Context: an optimization exercise on an open-source flow, tuned for small area, a short achievable clock period and few clock cycles per item. The choices shown serve that exercise and are no tape-out recipe.
No run shown here included a check of the RTL's function; only the layout flow was run.
No activity file was given, so power comes from the tool's default toggle rates.

[design/flow/run.sh]
#!/bin/bash
# synth_recipe.tcl (not shown) runs the flow's synth.tcl, then flattens the netlist and writes it again
# the make line also repeats each setting of config.mk as NAME=value (left out here)
make -C /OpenROAD-flow-scripts/flow DESIGN_CONFIG=/design/flow/config.mk WORK_HOME=/design/flow/orfs CLKGATE_MAP_FILE= SYNTH_SCRIPT=/design/flow/synth_recipe.tcl finish
[design/flow/config.mk]
export PLATFORM = sky130hd
export DESIGN_NAME = SPM
export DESIGN_NICKNAME = SPM
export VERILOG_FILES = /design/flow/design.v
export SDC_FILE = /design/flow/constraint.sdc
export NUM_CORES = 4
export LEC_CHECK = 0
export CAP_MARGIN = 20
export CORE_MARGIN = 2
export CORE_UTILIZATION = 40
export SLEW_MARGIN = 20
[design/flow/constraint.sdc]
create_clock -name core_clock -period 5.0 [get_ports {clk}]
set_input_delay 1.0000 -clock core_clock [delete_from_list [all_inputs] [get_ports {clk}]]
set_output_delay 1.0000 -clock core_clock [all_outputs]
set_load 0.01 [all_outputs]
[design/flow/design.v]
`timescale 1ns/1ps
module SPM (
    input wire clk,
    input wire rst,
    input wire start,
    input wire signed [7:0] a,
    input wire signed [7:0] b,
    output wire signed [15:0] prod,
    output reg done,
    output wire sign_flag
);
    reg [15:0] rp;
    reg rs;
    always @(posedge clk or posedge rst) begin
        if (rst) begin
            done <= 1'b0;
            rp   <= 16'd0;
            rs   <= 1'b0;
        end else begin
            done <= start;
            if (start) begin
                rp <= mprod;
                rs <= a[7] ^ b[7];
            end
        end
    end
    wire [7:0] ma = a;
    wire [7:0] mb = b;
    assign prod = rp;
    assign sign_flag = rs;
    wire pp1 = ma[0] & mb[0];
    wire pp2 = ma[0] & mb[1];
    wire pp3 = ma[0] & mb[2];
    wire pp4 = ma[0] & mb[3];
    wire pp5 = ma[0] & mb[4];
    wire pp6 = ma[0] & mb[5];
    wire pp7 = ma[0] & mb[6];
    wire pp8 = ~(ma[0] & mb[7]);
    wire pp9 = ma[1] & mb[0];
    wire pp10 = ma[1] & mb[1];
    wire pp11 = ma[1] & mb[2];
    wire pp12 = ma[1] & mb[3];
    wire pp13 = ma[1] & mb[4];
    wire pp14 = ma[1] & mb[5];
    wire pp15 = ma[1] & mb[6];
    wire pp16 = ~(ma[1] & mb[7]);
    wire pp17 = ma[2] & mb[0];
    wire pp18 = ma[2] & mb[1];
    wire pp19 = ma[2] & mb[2];
    wire pp20 = ma[2] & mb[3];
    wire pp21 = ma[2] & mb[4];
    wire pp22 = ma[2] & mb[5];
    wire pp23 = ma[2] & mb[6];
    wire pp24 = ~(ma[2] & mb[7]);
    wire pp25 = ma[3] & mb[0];
    wire pp26 = ma[3] & mb[1];
    wire pp27 = ma[3] & mb[2];
    wire pp28 = ma[3] & mb[3];
    wire pp29 = ma[3] & mb[4];
    wire pp30 = ma[3] & mb[5];
    wire pp31 = ma[3] & mb[6];
    wire pp32 = ~(ma[3] & mb[7]);
    wire pp33 = ma[4] & mb[0];
    wire pp34 = ma[4] & mb[1];
    wire pp35 = ma[4] & mb[2];
    wire pp36 = ma[4] & mb[3];
    wire pp37 = ma[4] & mb[4];
    wire pp38 = ma[4] & mb[5];
    wire pp39 = ma[4] & mb[6];
    wire pp40 = ~(ma[4] & mb[7]);
    wire pp41 = ma[5] & mb[0];
    wire pp42 = ma[5] & mb[1];
    wire pp43 = ma[5] & mb[2];
    wire pp44 = ma[5] & mb[3];
    wire pp45 = ma[5] & mb[4];
    wire pp46 = ma[5] & mb[5];
    wire pp47 = ma[5] & mb[6];
    wire pp48 = ~(ma[5] & mb[7]);
    wire pp49 = ma[6] & mb[0];
    wire pp50 = ma[6] & mb[1];
    wire pp51 = ma[6] & mb[2];
    wire pp52 = ma[6] & mb[3];
    wire pp53 = ma[6] & mb[4];
    wire pp54 = ma[6] & mb[5];
    wire pp55 = ma[6] & mb[6];
    wire pp56 = ~(ma[6] & mb[7]);
    wire pp57 = ~(ma[7] & mb[0]);
    wire pp58 = ~(ma[7] & mb[1]);
    wire pp59 = ~(ma[7] & mb[2]);
    wire pp60 = ~(ma[7] & mb[3]);
    wire pp61 = ~(ma[7] & mb[4]);
    wire pp62 = ~(ma[7] & mb[5]);
    wire pp63 = ~(ma[7] & mb[6]);
    wire pp64 = ma[7] & mb[7];
    wire s65 = pp7 ^ pp14;
    wire c66 = pp7 & pp14;
    wire s67 = pp8 ^ pp15 ^ pp22;
    wire c68 = (pp8 & pp15) | (pp8 & pp22) | (pp15 & pp22);
    wire s69 = pp29 ^ pp36;
    wire c70 = pp29 & pp36;
    wire s71 = pp16 ^ pp23 ^ pp30;
    wire c72 = (pp16 & pp23) | (pp16 & pp30) | (pp23 & pp30);
    wire s73 = pp37 ^ pp44 ^ pp51;
    wire c74 = (pp37 & pp44) | (pp37 & pp51) | (pp44 & pp51);
    wire s75 = pp24 ^ pp31 ^ pp38;
    wire c76 = (pp24 & pp31) | (pp24 & pp38) | (pp31 & pp38);
    wire s77 = pp5 ^ pp12;
    wire c78 = pp5 & pp12;
    wire s79 = pp6 ^ pp13 ^ pp20;
    wire c80 = (pp6 & pp13) | (pp6 & pp20) | (pp13 & pp20);
    wire s81 = pp27 ^ pp34;
    wire c82 = pp27 & pp34;
    wire s83 = pp21 ^ pp28 ^ pp35;
    wire c84 = (pp21 & pp28) | (pp21 & pp35) | (pp28 & pp35);
    wire s85 = pp42 ^ pp49 ^ s65;
    wire c86 = (pp42 & pp49) | (pp42 & s65) | (pp49 & s65);
    wire s87 = pp43 ^ pp50 ^ pp57;
    wire c88 = (pp43 & pp50) | (pp43 & pp57) | (pp50 & pp57);
    wire s89 = s67 ^ s69 ^ c66;
    wire c90 = (s67 & s69) | (s67 & c66) | (s69 & c66);
    wire s91 = pp58 ^ 1'b1 ^ s71;
    wire c92 = (pp58 & 1'b1) | (pp58 & s71) | (1'b1 & s71);
    wire s93 = s73 ^ c68 ^ c70;
    wire c94 = (s73 & c68) | (s73 & c70) | (c68 & c70);
    wire s95 = pp45 ^ pp52 ^ pp59;
    wire c96 = (pp45 & pp52) | (pp45 & pp59) | (pp52 & pp59);
    wire s97 = s75 ^ c72 ^ c74;
    wire c98 = (s75 & c72) | (s75 & c74) | (c72 & c74);
    wire s99 = pp32 ^ pp39 ^ pp46;
    wire c100 = (pp32 & pp39) | (pp32 & pp46) | (pp39 & pp46);
    wire s101 = pp53 ^ pp60 ^ c76;
    wire c102 = (pp53 & pp60) | (pp53 & c76) | (pp60 & c76);
    wire s103 = pp40 ^ pp47 ^ pp54;
    wire c104 = (pp40 & pp47) | (pp40 & pp54) | (pp47 & pp54);
    wire s105 = pp4 ^ pp11;
    wire c106 = pp4 & pp11;
    wire s107 = pp19 ^ pp26 ^ pp33;
    wire c108 = (pp19 & pp26) | (pp19 & pp33) | (pp26 & pp33);
    wire s109 = pp41 ^ s79 ^ s81;
    wire c110 = (pp41 & s79) | (pp41 & s81) | (s79 & s81);
    wire s111 = s83 ^ s85 ^ c80;
    wire c112 = (s83 & s85) | (s83 & c80) | (s85 & c80);
    wire s113 = s87 ^ s89 ^ c84;
    wire c114 = (s87 & s89) | (s87 & c84) | (s89 & c84);
    wire s115 = s91 ^ s93 ^ c88;
    wire c116 = (s91 & s93) | (s91 & c88) | (s93 & c88);
    wire s117 = s95 ^ s97 ^ c92;
    wire c118 = (s95 & s97) | (s95 & c92) | (s97 & c92);
    wire s119 = s99 ^ s101 ^ c96;
    wire c120 = (s99 & s101) | (s99 & c96) | (s101 & c96);
    wire s121 = pp61 ^ s103 ^ c100;
    wire c122 = (pp61 & s103) | (pp61 & c100) | (s103 & c100);
    wire s123 = pp48 ^ pp55 ^ pp62;
    wire c124 = (pp48 & pp55) | (pp48 & pp62) | (pp55 & pp62);
    wire s125 = pp3 ^ pp10;
    wire c126 = pp3 & pp10;
    wire s127 = pp18 ^ pp25 ^ s105;
    wire c128 = (pp18 & pp25) | (pp18 & s105) | (pp25 & s105);
    wire s129 = s77 ^ s107 ^ c106;
    wire c130 = (s77 & s107) | (s77 & c106) | (s107 & c106);
    wire s131 = c78 ^ s109 ^ c108;
    wire c132 = (c78 & s109) | (c78 & c108) | (s109 & c108);
    wire s133 = c82 ^ s111 ^ c110;
    wire c134 = (c82 & s111) | (c82 & c110) | (s111 & c110);
    wire s135 = c86 ^ s113 ^ c112;
    wire c136 = (c86 & s113) | (c86 & c112) | (s113 & c112);
    wire s137 = c90 ^ s115 ^ c114;
    wire c138 = (c90 & s115) | (c90 & c114) | (s115 & c114);
    wire s139 = c94 ^ s117 ^ c116;
    wire c140 = (c94 & s117) | (c94 & c116) | (s117 & c116);
    wire s141 = c98 ^ s119 ^ c118;
    wire c142 = (c98 & s119) | (c98 & c118) | (s119 & c118);
    wire s143 = c102 ^ s121 ^ c120;
    wire c144 = (c102 & s121) | (c102 & c120) | (s121 & c120);
    wire s145 = c104 ^ s123 ^ c122;
    wire c146 = (c104 & s123) | (c104 & c122) | (s123 & c122);
    wire s147 = pp56 ^ pp63 ^ c124;
    wire c148 = (pp56 & pp63) | (pp56 & c124) | (pp63 & c124);
    wire [15:0] row0 = {1'b0, pp64, s147, s145, s143, s141, s139, s137, s135, s133, s131, s129, s127, pp17, pp2, pp1};
    wire [15:0] row1 = {1'b0, c148, c146, c144, c142, c140, c138, c136, c134, c132, c130, c128, c126, s125, pp9, 1'b0};
    wire [15:0] sum = row0 + row1;
    wire [15:0] mprod = sum ^ 16'h8000;
endmodule
==> results.sh, run 1 <==
export IMPL_power_density_nw_per_um2=441
export IMPL_vias_per_cell=5.17
export IMPL_peakVddDrop_mv=0.282
export IMPL_num_rows=29
export IMPL_ant_nets=0
export IMPL_fin_area_um2=3430
export IMPL_synth_warnings=1
export IMPL_min_period_ps=4870
export IMPL_synth_top_area_frac=0.272
export IMPL_syn_avg_cell_area_um2=8.94
export IMPL_fin_crit_sh=0.974
export IMPL_synth_seq_cells=18
export IMPL_crit_required_ps=5160
export IMPL_synth_common_cells="56 x inv_1, 42 x nand2_1, 36 x fa_1"
export IMPL_hold_path_class="reg -> reg"
export IMPL_core_um2=6390
export IMPL_fin_ws_ps=132
export IMPL_fin_skew_ps=0
export IMPL_drt_pass1_iter_count=4
export IMPL_maxSlewViolCount=0
export IMPL_hold_viol=0
export IMPL_cpLargestDelayFamily="adder cells"
export IMPL_p_sw_frac=0.439
export IMPL_p_leak_nw=1.68
export IMPL_die_area_um2=7280
export IMPL_hold_ws_ps=481
export IMPL_p_sw_uw=665
export IMPL_yosysUniqueCellTypes=42
export IMPL_setup_tns_ps=0
export IMPL_areaGrowthSynthToFinish_pct=29.7
export IMPL_port_buffers=36
export IMPL_yosys_cell_count_top_type="inv_1"
export IMPL_drc=0
export IMPL_synthCells=296
export IMPL_hpwlAfterDp_um=5120
export IMPL_synthFlopType="dfrtp_1"
export IMPL_finalSetupViolCount=0
export IMPL_pwr_share_seq=0.152
export IMPL_synth_edf_count=0
export IMPL_dieHeight_um=85.3
export IMPL_clockBufferDepth=2
export IMPL_p_int_uw=848
export IMPL_synth_async_reset_ratio=1.00
export IMPL_clock_sinks=18
export IMPL_grt_usage=0.185
export IMPL_cts_clk_slew_worst_paths_ps=70
export IMPL_cap_violations=0
export IMPL_gp_congestion=0.900
export IMPL_cts_made_buffers=3
export IMPL_fmax_ghz=0.205
export IMPL_placed_cell_area_um2=3310
export IMPL_wl_per_cell_um=13.9
export IMPL_die_width_um=85.3
export IMPL_grt_max_degree=25
export IMPL_clockPowerShare=0.077
export IMPL_maxSlewHeadroom=0.347
export IMPL_h_tree_depth=1
export IMPL_root_buffer="clkbuf_8"
export IMPL_dp_slack_ps=-271
export IMPL_yosys_area_top_type="fa_1"
export IMPL_worstSetupStartpointType="primary input"
export IMPL_critPathSlowestCell="fa_1"
export IMPL_vias=2268
export IMPL_grt_pass1_wl_um=10800
export IMPL_cts_setup_buffers=0
export IMPL_synth_area_leaders="fa_1 27%, dfrtp_1 17%, ha_1 10%, inv_1 7.9%, and2_1 7.8%"
export IMPL_status="finished clean"
export IMPL_critPathKind="in -> reg"
export IMPL_insertion_delay_ps=250
export IMPL_cp_common_cell="fa_1"
export IMPL_start_util=0.414
export IMPL_cp_max_fo=4
export IMPL_crit_buf_inv=4
export IMPL_max_stage_delay_ps=530
export IMPL_drive_above_1_share=0.166
export IMPL_antenna_found_initial=0
export IMPL_fin_nets=440
export IMPL_worstPathCellList="clkdlybuf4s50_1 -> and2_1 -> fa_1 -> inv_1 -> fa_1 -> fa_1 -> inv_1 -> fa_1 -> inv_1 -> ha_4 -> a21oi_2 -> o21ai_2 -> a221oi_2 -> a21oi_1 -> o31ai_2"
export IMPL_synth_sequential_area_ratio=0.170
export IMPL_first_iter_violations=72
export IMPL_combPwrFrac=0.770
export IMPL_tightestPinTransition_ps=976
export IMPL_diodes=0
export IMPL_totalWireLength_um=6100
export IMPL_cts_tree="yes"
export IMPL_synthesis_nets=373
export IMPL_crit_path_end_kind="register"
export IMPL_synth_cell_area_um2=2650
export IMPL_total_power_mw=1.51
export IMPL_pin_count=37
export IMPL_cp_data_arrival_time_ps=5030
export IMPL_grt_pass1_vias=2382
export IMPL_grt_overflow_total=0
## worst paths after layout
check / startpoint / to / slack [ps] / cells after the start
worst max-delay path: a[2] / rp[14] / 130 / 15
worst min-delay path: rp[4] / rp[4] / 480 / 1
worst max register to register: rp[9] / rp[9] / 4050 / 2
worst min register to register: rp[4] / rp[4] / 480 / 1
max in group asynchronous: rst / rp[10] / 3410 / 2
min in group asynchronous: rst / rp[1] / 1160 / 2
## cells by family (layout without fill, tap and decap cells)
| family | count (synthesis) | after routing | share of synthesized area |
|---|---|---|---|
| adders and majority gates | 58 | 58 | 0.377 |
| and+or+nand+nor | 102 | 102 | 0.190 |
| DFF | 18 | 18 | 0.170 |
| muxes | 8 | 8 | 0.0350 |
| AOI/OAI and AO/OA | 46 | 46 | 0.127 |
| buffers and inverters | 59 | 125 | 0.0842 |
| xor gates and xnor gates | 5 | 5 | 0.0166 |
## power groups by stage
stage	logic, mW	clock network (mW)	registers (mW)
2_1_floorplan	0.662	0	0.256
3_3_place_gp	1.07	0	0.233
3_5_place_dp	1.08	0	0.233
4_1_cts	1.09	0.121	0.231
5_1_grt	1.30	0.128	0.239
6_report	1.17	0.117	0.230
## flip-flops by register name, indices dropped and copies added, names as in the netlist
name,cells
rp,16
done,1
rs,1
## through the flow
stage	util	instances
after floorplan	-	296
after global placement	0.518	435
after global routing	0.537	439
final	0.537	439
after CTS	0.527	439
after detailed placement	0.518	435
## cell usage in the layout (no fill, tap or decap), drive strengths merged, types with 3 or more instances in the layout
cell type      instances
fa                    36
nand2                 42
a21o                   4
nor2                  10
clkdlybuf4s50         35
mux2                   7
ha                    22
o211ai                 3
inv                   56
a21oi                 11
dfrtp                 18
o21ai                  9
nor3                   4
and2                  33
clkbuf                 4
nand3                  5
buf                   29
xnor2                  5
## layout make-up
| type | instances | area, um^2 |
|---|---|---|
| multi-input combinational | 219 | 2040 |
| tap | 77 | 96.3 |
| fill | 637 | 2960 |
| timing repair buffer | 65 | 581 |
| sequential | 18 | 450 |
| inverter | 56 | 210 |
| clock buffer | 4 | 55.1 |
## worst reg2reg max path, delay by kind of cell, from the launching register on
family | cells | cell delay [ps]
AO/OA/AOI/OAI | 2 | 440
flip-flops | 1 | 390
## per-layer routing
| layer | global-route usage | part of all wire |
|---|---|---|
| met1 | 0.250 | 0.47 |
| met2 | 0.330 | 0.49 |
| met3 | 0.0233 | 0.030 |
| met4 | 0.0188 | 0.013 |
| met5 | 0 | 0 |
## timing repair
action | 4_1_cts | 5_1_grt
setup endpoints to repair | 1 | 6
gates cloned | 0 | 0
resized for setup | 1 | 11
hold buffers | 0 | 0
pin swaps | 0 | 9
==> run 2: changes to the inputs <==
--- a/design/flow/design.v
+++ b/design/flow/design.v
@@ -11,4 +11,4 @@
 );
-    reg [15:0] rp;
-    reg rs;
+    reg [15:0] r0, r1;
+    reg rs, rc;
     always @(posedge clk or posedge rst) begin
@@ -16,4 +16,6 @@
             done <= 1'b0;
-            rp   <= 16'd0;
+            r0   <= 16'd0;
+            r1   <= 16'd0;
             rs   <= 1'b0;
+            rc   <= 1'b0;
         end else begin
@@ -21,3 +23,5 @@
             if (start) begin
-                rp <= mprod;
+                r0 <= nrow0;
+                r1 <= nrow1;
+                rc <= ncy;
                 rs <= a[7] ^ b[7];
@@ -28,3 +32,4 @@
     wire [7:0] mb = b;
-    assign prod = rp;
+    wire [11:0] hi = r0[15:4] + r1[15:4] + rc;
+    assign prod = {hi, r0[3:0]};
     assign sign_flag = rs;
@@ -180,4 +185,13 @@
     wire [15:0] row1 = {1'b0, c148, c146, c144, c142, c140, c138, c136, c134, c132, c130, c128, c126, s125, pp9, 1'b0};
-    wire [15:0] sum = row0 + row1;
-    wire [15:0] mprod = sum ^ 16'h8000;
+    wire s149 = row0[0] ^ row1[0];
+    wire c150 = row0[0] & row1[0];
+    wire s151 = row0[1] ^ row1[1] ^ c150;
+    wire c152 = (row0[1] & row1[1]) | (row0[1] & c150) | (row1[1] & c150);
+    wire s153 = row0[2] ^ row1[2] ^ c152;
+    wire c154 = (row0[2] & row1[2]) | (row0[2] & c152) | (row1[2] & c152);
+    wire s155 = row0[3] ^ row1[3] ^ c154;
+    wire c156 = (row0[3] & row1[3]) | (row0[3] & c154) | (row1[3] & c154);
+    wire [15:0] nrow0 = {row0[15:4] ^ 12'b100000000000, s155, s153, s151, s149};
+    wire [15:0] nrow1 = row1;
+    wire ncy = c156;
 endmodule
==> run 2 against run 1 <==
  * Worst hold slack gained 24 ps
  * Critical path depth down 7
  * Sequential share of layout area up 8.6 points
  * Highest routed layer unchanged
  * Sequential power increased by 55%
  * First-iteration DRC count is 26% lower
==> results.sh, run 2 <==
export IMPL_status="finished clean"
export IMPL_fin_ws_ps=1050
export IMPL_synth_top_area_frac=0.268
export IMPL_dp_slack_ps=740
export IMPL_root_buffer="clkbuf_8"
export IMPL_synthCells=273
export IMPL_total_power_mw=1.52
export IMPL_h_tree_depth=2
export IMPL_hold_viol=0
export IMPL_synthesis_nets=350
export IMPL_insertion_delay_ps=280
export IMPL_yosys_cell_count_top_type="and2_1"
export IMPL_holdBufCountCts=0
export IMPL_worstHoldEndpoint="r0[15]"
export IMPL_grt_pass1_vias=2191
export IMPL_totalWireLength_um=5650
export IMPL_grt_overflow_total=0
export IMPL_fin_crit_sh=0.789
export IMPL_gp_congestion=0.791
export IMPL_synth_top_family_by_area="adder cells"
export IMPL_diodes=0
export IMPL_vias_per_cell=4.82
export IMPL_cts_tree="yes"
export IMPL_hold_path_class="reg -> reg"
export IMPL_antenna_found_initial=0
export IMPL_min_from="r0[15]"
export IMPL_synth_area_leaders="fa_1 27%, dfrtp_1 26%, mux2_2 8.9%, and2_1 8.6%, ha_1 8.2%"
export IMPL_synth_common_cells="40 x and2_1, 39 x fa_1, 37 x inv_1"
export IMPL_hold_path_cell_count=1
export IMPL_drt_pass1_iter_count=4
export IMPL_top_register="r0"
export IMPL_drc=0
export IMPL_finalSetupViolCount=0
export IMPL_die_area_um2=7980
export IMPL_cp_data_arrival_time_ps=4110
export IMPL_muxShareOfSynthArea=0.0924
export IMPL_die_width_um=89.3
export IMPL_fin_skew_ps=0
export IMPL_layout_common_cells="40 x and2_1, 39 x fa_1, 37 x inv_1"
export IMPL_setup_tns_ps=0
export IMPL_start_util=0.408
export IMPL_cts_made_buffers=5
export IMPL_yosys_area_top_type="fa_1"
export IMPL_first_iter_violations=53
export IMPL_cts_clk_slew_worst_paths_ps=60
export IMPL_vias=1971
export IMPL_worstSetupStartpointType="primary input"
export IMPL_synth_edf_count=0
export IMPL_dieHeight_um=89.3
export IMPL_ant_nets=0
export IMPL_synth_compound_area_frac=0.0692
export IMPL_synth_sequential_area_ratio=0.258
export IMPL_peakVddDrop_mv=0.248
export IMPL_synth_async_reset_ratio=1.00
export IMPL_synth_xor_area_share=0.0271
export IMPL_areaGrowthSynthToFinish_pct=18.4
export IMPL_port_buffers=36
export IMPL_grt_max_degree=31
export IMPL_maxSlewHeadroom=0.611
export IMPL_rr_worst_depth=1
export IMPL_cts_resized_gates=0
export IMPL_p_leak_nw=1.59
export IMPL_cts_setup_buffers=0
export IMPL_synth_fa_ha_area_frac=0.350
export IMPL_critPathKind="in -> reg"
export IMPL_fin_nets=386
export IMPL_num_rows=31
export IMPL_reg2reg_slack_ps=4200
export IMPL_synth_seq_cells=30
export IMPL_synth_warnings=1
export IMPL_grt_usage=0.167
export IMPL_hpwlAfterDp_um=4520
export IMPL_crit_required_ps=5170
export IMPL_grt_pass1_wl_um=10000
export IMPL_reg_top3="r0 (16), r1 (11)"
export IMPL_cp_max_fo=8
export IMPL_wl_per_cell_um=13.8
export IMPL_synth_cell_area_um2=2910
export IMPL_syn_avg_cell_area_um2=10.7
export IMPL_drive_above_1_share=0.116
export IMPL_core_um2=7140
export IMPL_grt_setup_unrepaired="no"
export IMPL_pin_count=37
export IMPL_clockBufferDepth=2
export IMPL_maxSlewViolCount=0
export IMPL_largest_reg_flops=16
export IMPL_synthFlopType="dfrtp_1"
export IMPL_cap_violations=0
export IMPL_clock_sinks=30
export IMPL_r2r_end="r1[5]"
export IMPL_power_density_nw_per_um2=440
export IMPL_final_common_cell="and2_1"
export IMPL_synth_simple_gate_area_frac=0.139
export IMPL_yosysUniqueCellTypes=30
export IMPL_min_period_ps=3950
export IMPL_fmax_ghz=0.253
export IMPL_r2r_start="r1[5]"
export IMPL_crit_path_end_kind="register"
export IMPL_tightestPinTransition_ps=583
-- run 2: cell types whose count changed in the layout (fill, tap and decap cells not counted), moves of 7 or more --
| cell | previous run | this run |
|---|---|---|
| inv_1 | 56 | 37 |
| mux2_2 | 6 | 23 |
| buf_4 | 29 | 2 |
| dfrtp_1 | 18 | 30 |
| nand2_1 | 42 | 29 |
| and2_1 | 33 | 40 |
-- run 2: report_power, final --
group	leakage (nW)	internal, mW	switching, mW
Sequential	0.362	0.314	0.0423
Clock	0.0482	0.111	0.0895
Combinational	1.18	0.520	0.441
Total	1.59	0.945	0.573
-- run 2: through the flow --
step,utilization,instances,hold WS [ps],area [um^2]
2_1_floorplan,-,273,458,2910
3_3_place_gp,0.471,401,495,3360
3_5_place_dp,0.471,401,486,3360
4_1_cts,0.484,409,507,3450
5_1_grt,0.483,409,510,3450
6_report,0.483,409,505,3450
-- run 2: layout make-up --
class                      instances  area (um^2)
fill                             710         3690
multi-input combinational        197         1970
sequential                        30          751
timing repair buffer              38          370
inverter                          37          139
tap                               99          124
clock buffer                       7         86.3
clock inverter                     1         5.00
-- run 2: kinds of logic (layout without fill, tap and decap cells) --
group,count (synthesis),in the layout
XOR/XNOR,9,9
AO/OA/AOI/OAI,28,28
flip-flops,30,30
adder cells (fa/ha/maj),58,58
buffers and inverters,46,83
multiplexers,24,24
AND/OR/NAND/NOR,78,78
-- run 2: critical path, cell delays in order --
cell	delay (ps)
clkdlybuf4s50_1	560
and2_1	260
fa_1	510
fa_1	510
fa_1	520
inv_1	50
fa_1	430
mux2_2	260
-- run 2: how the worst max path moves through the flow --
| stage | from | end | slack [ps] | depth (start not counted) |
|---|---|---|---|---|
| 2_1_floorplan | a[2] | r0[9] | 1480 | 7 |
| 3_3_place_gp | a[2] | r0[9] | 780 | 8 |
| 3_5_place_dp | a[2] | r0[9] | 740 | 8 |
| 4_1_cts | a[2] | r0[9] | 1040 | 8 |
| 5_1_grt | b[7] | r0[9] | 910 | 8 |
| 6_report | a[2] | r0[9] | 1050 | 8 |
-- run 2: metal layers --
layer,GRT usage,wire (um),up-vias,part of all wire
li1,-,-,932,-
met1,0.202,2420,1013,0.43
met2,0.308,3040,21,0.54
met3,0.0388,154,5,0.027
met4,0.0258,34,0,0.0060
met5,0,0,-,0
==> run 3: changes to the inputs <==
--- a/design/flow/design.v
+++ b/design/flow/design.v
@@ -32,4 +32,4 @@
     wire [7:0] mb = b;
-    wire [11:0] hi = r0[15:4] + r1[15:4] + rc;
-    assign prod = {hi, r0[3:0]};
+    wire [9:0] hi = r0[15:6] + r1[15:6] + rc;
+    assign prod = {hi, r0[5:0]};
     assign sign_flag = rs;
@@ -193,5 +193,9 @@
     wire c156 = (row0[3] & row1[3]) | (row0[3] & c154) | (row1[3] & c154);
-    wire [15:0] nrow0 = {row0[15:4] ^ 12'b100000000000, s155, s153, s151, s149};
+    wire s157 = row0[4] ^ row1[4] ^ c156;
+    wire c158 = (row0[4] & row1[4]) | (row0[4] & c156) | (row1[4] & c156);
+    wire s159 = row0[5] ^ row1[5] ^ c158;
+    wire c160 = (row0[5] & row1[5]) | (row0[5] & c158) | (row1[5] & c158);
+    wire [15:0] nrow0 = {row0[15:6] ^ 10'b1000000000, s159, s157, s155, s153, s151, s149};
     wire [15:0] nrow1 = row1;
-    wire ncy = c156;
+    wire ncy = c160;
 endmodule
==> run 3 against run 2 <==
  * Non-clock buffer count decreased by 1
  * Utilization increased by 0.22 points
  * Design area decreased by 3.8%
  * Sequential cell count decreased by 2
  * Critical path depth increased by 2
  * Worst hold slack got worse by 3.9 ps
  * Clock skew unchanged
  * Largest cell class unchanged
==> results.sh, run 3 <==
export IMPL_status="finished clean"
export IMPL_drt_pass1_iter_count=4
export IMPL_diodes=0
export IMPL_p_leak_nw=1.54
export IMPL_cts_clk_slew_worst_paths_ps=90
export IMPL_cts_tree="yes"
export IMPL_drive_above_1_share=0.0984
export IMPL_yosysUniqueCellTypes=30
export IMPL_synthesis_nets=351
export IMPL_worstSetupStartpointType="primary input"
export IMPL_grt_usage=0.160
export IMPL_port_buffers=36
export IMPL_setup_worst_path_end="r0[8]"
export IMPL_r2r_end="r0[7]"
export IMPL_core_um2=6830
export IMPL_synth_area_leaders="fa_1 29%, dfrtp_1 25%, and2_1 8.6%, mux2_2 7.9%, ha_1 7.5%"
export IMPL_reg_top3="r0 (16), r1 (9)"
export IMPL_fill_cells=689
export IMPL_insertion_delay_ps=270
export IMPL_final_seq_area_um2=701
export IMPL_syn_avg_cell_area_um2=10.3
export IMPL_synth_async_reset_ratio=1.00
export IMPL_cp_data_arrival_time_ps=4200
export IMPL_rr_worst_depth=1
export IMPL_synthFlopType="dfrtp_1"
export IMPL_hold_ws_ps=501
export IMPL_start_util=0.415
export IMPL_setup_tns_ps=0
export IMPL_synth_seq_cells=28
export IMPL_areaGrowthSynthToFinish_pct=17.0
export IMPL_hpwlAfterDp_um=4290
export IMPL_dieHeight_um=88.2
export IMPL_yosys_cell_count_top_type="inv_1"
export IMPL_layout_common_cells="45 x inv_1, 41 x fa_1, 39 x and2_1"
export IMPL_fin_area_um2=3310
export IMPL_first_iter_violations=78
export IMPL_cap_violations=0
export IMPL_cts_setup_buffers=0
export IMPL_grt_overflow_total=0
export IMPL_cp_common_cell="fa_1"
export IMPL_fmax_ghz=0.248
export IMPL_vias_per_cell=4.77
export IMPL_maxSlewHeadroom=0.624
export IMPL_largest_reg_flops=16
export IMPL_top_register="r0"
export IMPL_synth_common_cells="46 x inv_1, 41 x fa_1, 39 x and2_1"
export IMPL_worstPathCellList="clkdlybuf4s50_1 -> nand2_1 -> fa_1 -> inv_1 -> fa_1 -> inv_1 -> fa_1 -> inv_1 -> fa_1 -> mux2_2"
export IMPL_root_buffer="clkbuf_8"
export IMPL_total_power_mw=1.38
export IMPL_tightestPinTransition_ps=563
export IMPL_synth_top_area_frac=0.290
export IMPL_cts_made_buffers=3
export IMPL_die_width_um=88.2
export IMPL_power_density_nw_per_um2=417
export IMPL_peakVddDrop_mv=0.239
export IMPL_grt_setup_unrepaired="no"
export IMPL_fin_skew_ps=0
export IMPL_totalWireLength_um=5310
export IMPL_finalSetupViolCount=0
export IMPL_hold_viol=0
export IMPL_r2r_start="r0[7]"
export IMPL_critPathLaunch="a[4]"
export IMPL_synth_cell_area_um2=2830
export IMPL_fin_crit_sh=0.807
export IMPL_holdBufCountCts=0
export IMPL_gp_congestion=0.751
export IMPL_multi_input_area_um2=1900
export IMPL_synth_sequential_area_ratio=0.247
export IMPL_cp_max_fo=8
export IMPL_synthCells=274
export IMPL_clockBufferDepth=2
export IMPL_ant_nets=0
export IMPL_critPathSlowestCell="clkdlybuf4s50_1"
export IMPL_grt_pass1_wl_um=9670
export IMPL_die_area_um2=7770
export IMPL_crit_path_end_kind="register"
export IMPL_yosys_area_top_type="fa_1"
export IMPL_min_period_ps=4040
export IMPL_crit_required_ps=5160
export IMPL_critPathKind="in -> reg"
export IMPL_drc=0
export IMPL_wl_per_cell_um=13.2
export IMPL_antenna_found_initial=0
export IMPL_final_common_cell="inv_1"
export IMPL_pin_count=37
export IMPL_placed_cell_area_um2=3260
export IMPL_synth_warnings=1
export IMPL_max_stage_delay_ps=650
export IMPL_hold_path_class="reg -> reg"
export IMPL_reg2reg_slack_ps=4180
export IMPL_clock_sinks=28
export IMPL_synth_edf_count=0
export IMPL_maxSlewViolCount=0
export IMPL_vias=1913
export IMPL_grt_pass1_vias=2106
export IMPL_num_rows=30
export IMPL_fin_nets=383
export IMPL_h_tree_depth=1
export IMPL_grt_max_degree=34
export IMPL_cts_resized_gates=0
## run 3: power breakdown
| part | switching, mW | internal, mW | total (mW) |
|---|---|---|---|
| combinational | 0.424 | 0.484 | 0.909 |
| clock | 0.0646 | 0.0704 | 0.135 |
| sequential | 0.0412 | 0.297 | 0.338 |
## run 3: worst max-delay path: cells and delay by family
kind	cells	cell delay [ps]
and+or+nand+nor	1	130
muxes	1	260
adders and majority gates	4	2000
buffers and inverters	4	800
## run 3: routing by layer
metal	routed length, um	track usage
met1	2230	0.203
met2	2910	0.295
met3	139	0.0264
met4	32	0.0179
met5	0	0
## run 3: through the flow
stage / utilization / instances / setup WS, ps
floorplan: - / 274 / 1360
global placement: 0.477 / 397 / 694
detailed placement: 0.477 / 397 / 656
CTS: 0.485 / 401 / 952
global route: 0.485 / 401 / 851
finish: 0.485 / 401 / 963
## run 3: how the worst min path moves through the flow
stage	to	start	slack, ps	cells past startpoint
global placement	r0[15]	r0[15]	470	1
detailed placement	r0[15]	r0[15]	470	1
floorplan	r0[15]	r0[15]	460	1
global route	r0[15]	r0[15]	510	1
CTS	r1[10]	r1[10]	510	1
finish	r1[10]	r1[10]	500	1
## run 3: cells by family after synthesis
family | synth area share
multiplexers | 0.0834
flip-flops | 0.247
AO/OA/AOI/OAI | 0.0481
buffers and inverters | 0.0830
adder cells (fa/ha/maj) | 0.365
XOR/XNOR | 0.0216
AND/OR/NAND/NOR | 0.152
## run 3: final cells by class
class | instances | area share
multi-input cells | 190 | 0.573
well taps | 96 | 0.0362
inverters | 46 | 0.0521
repair buffers | 37 | 0.111
flip-flops and latches | 28 | 0.211
clock buffers | 4 | 0.0166

-- static timing again, ports no longer ideal --
The results above use ideal ports. As a check the final layouts listed here were re-extracted and re-timed, cells and wires unchanged. Step 1: set_driving_cell puts a clkbuf_16 on clk and a buf_2 on each other input, an assumption about the parent block. Step 2 moves the port delays by t, midway between the first and last clock arrival at a register: inputs arrive t later, outputs are due t later. That takes back most of the time a late clock gives input paths. a / b / c = no drivers / after step 1 / after step 2; a / b = the first two.
run | shift t [ns] | setup slack, ns | cell pins on the clock port's net
run 1 | 0.272 | 0.132 / 0.134 / -0.138 | 1
run 2 | 0.307 | 1.055 / 1.059 / 0.752 | 1
run 3 | 0.290 | 0.963 / 0.964 / 0.674 | 1
With both steps, setup timing fails in run 1, where it was met with ideal ports. The setup slack of run 2, which loses most, moves by +0.004 ns with the drivers and by -0.303 ns with both steps.
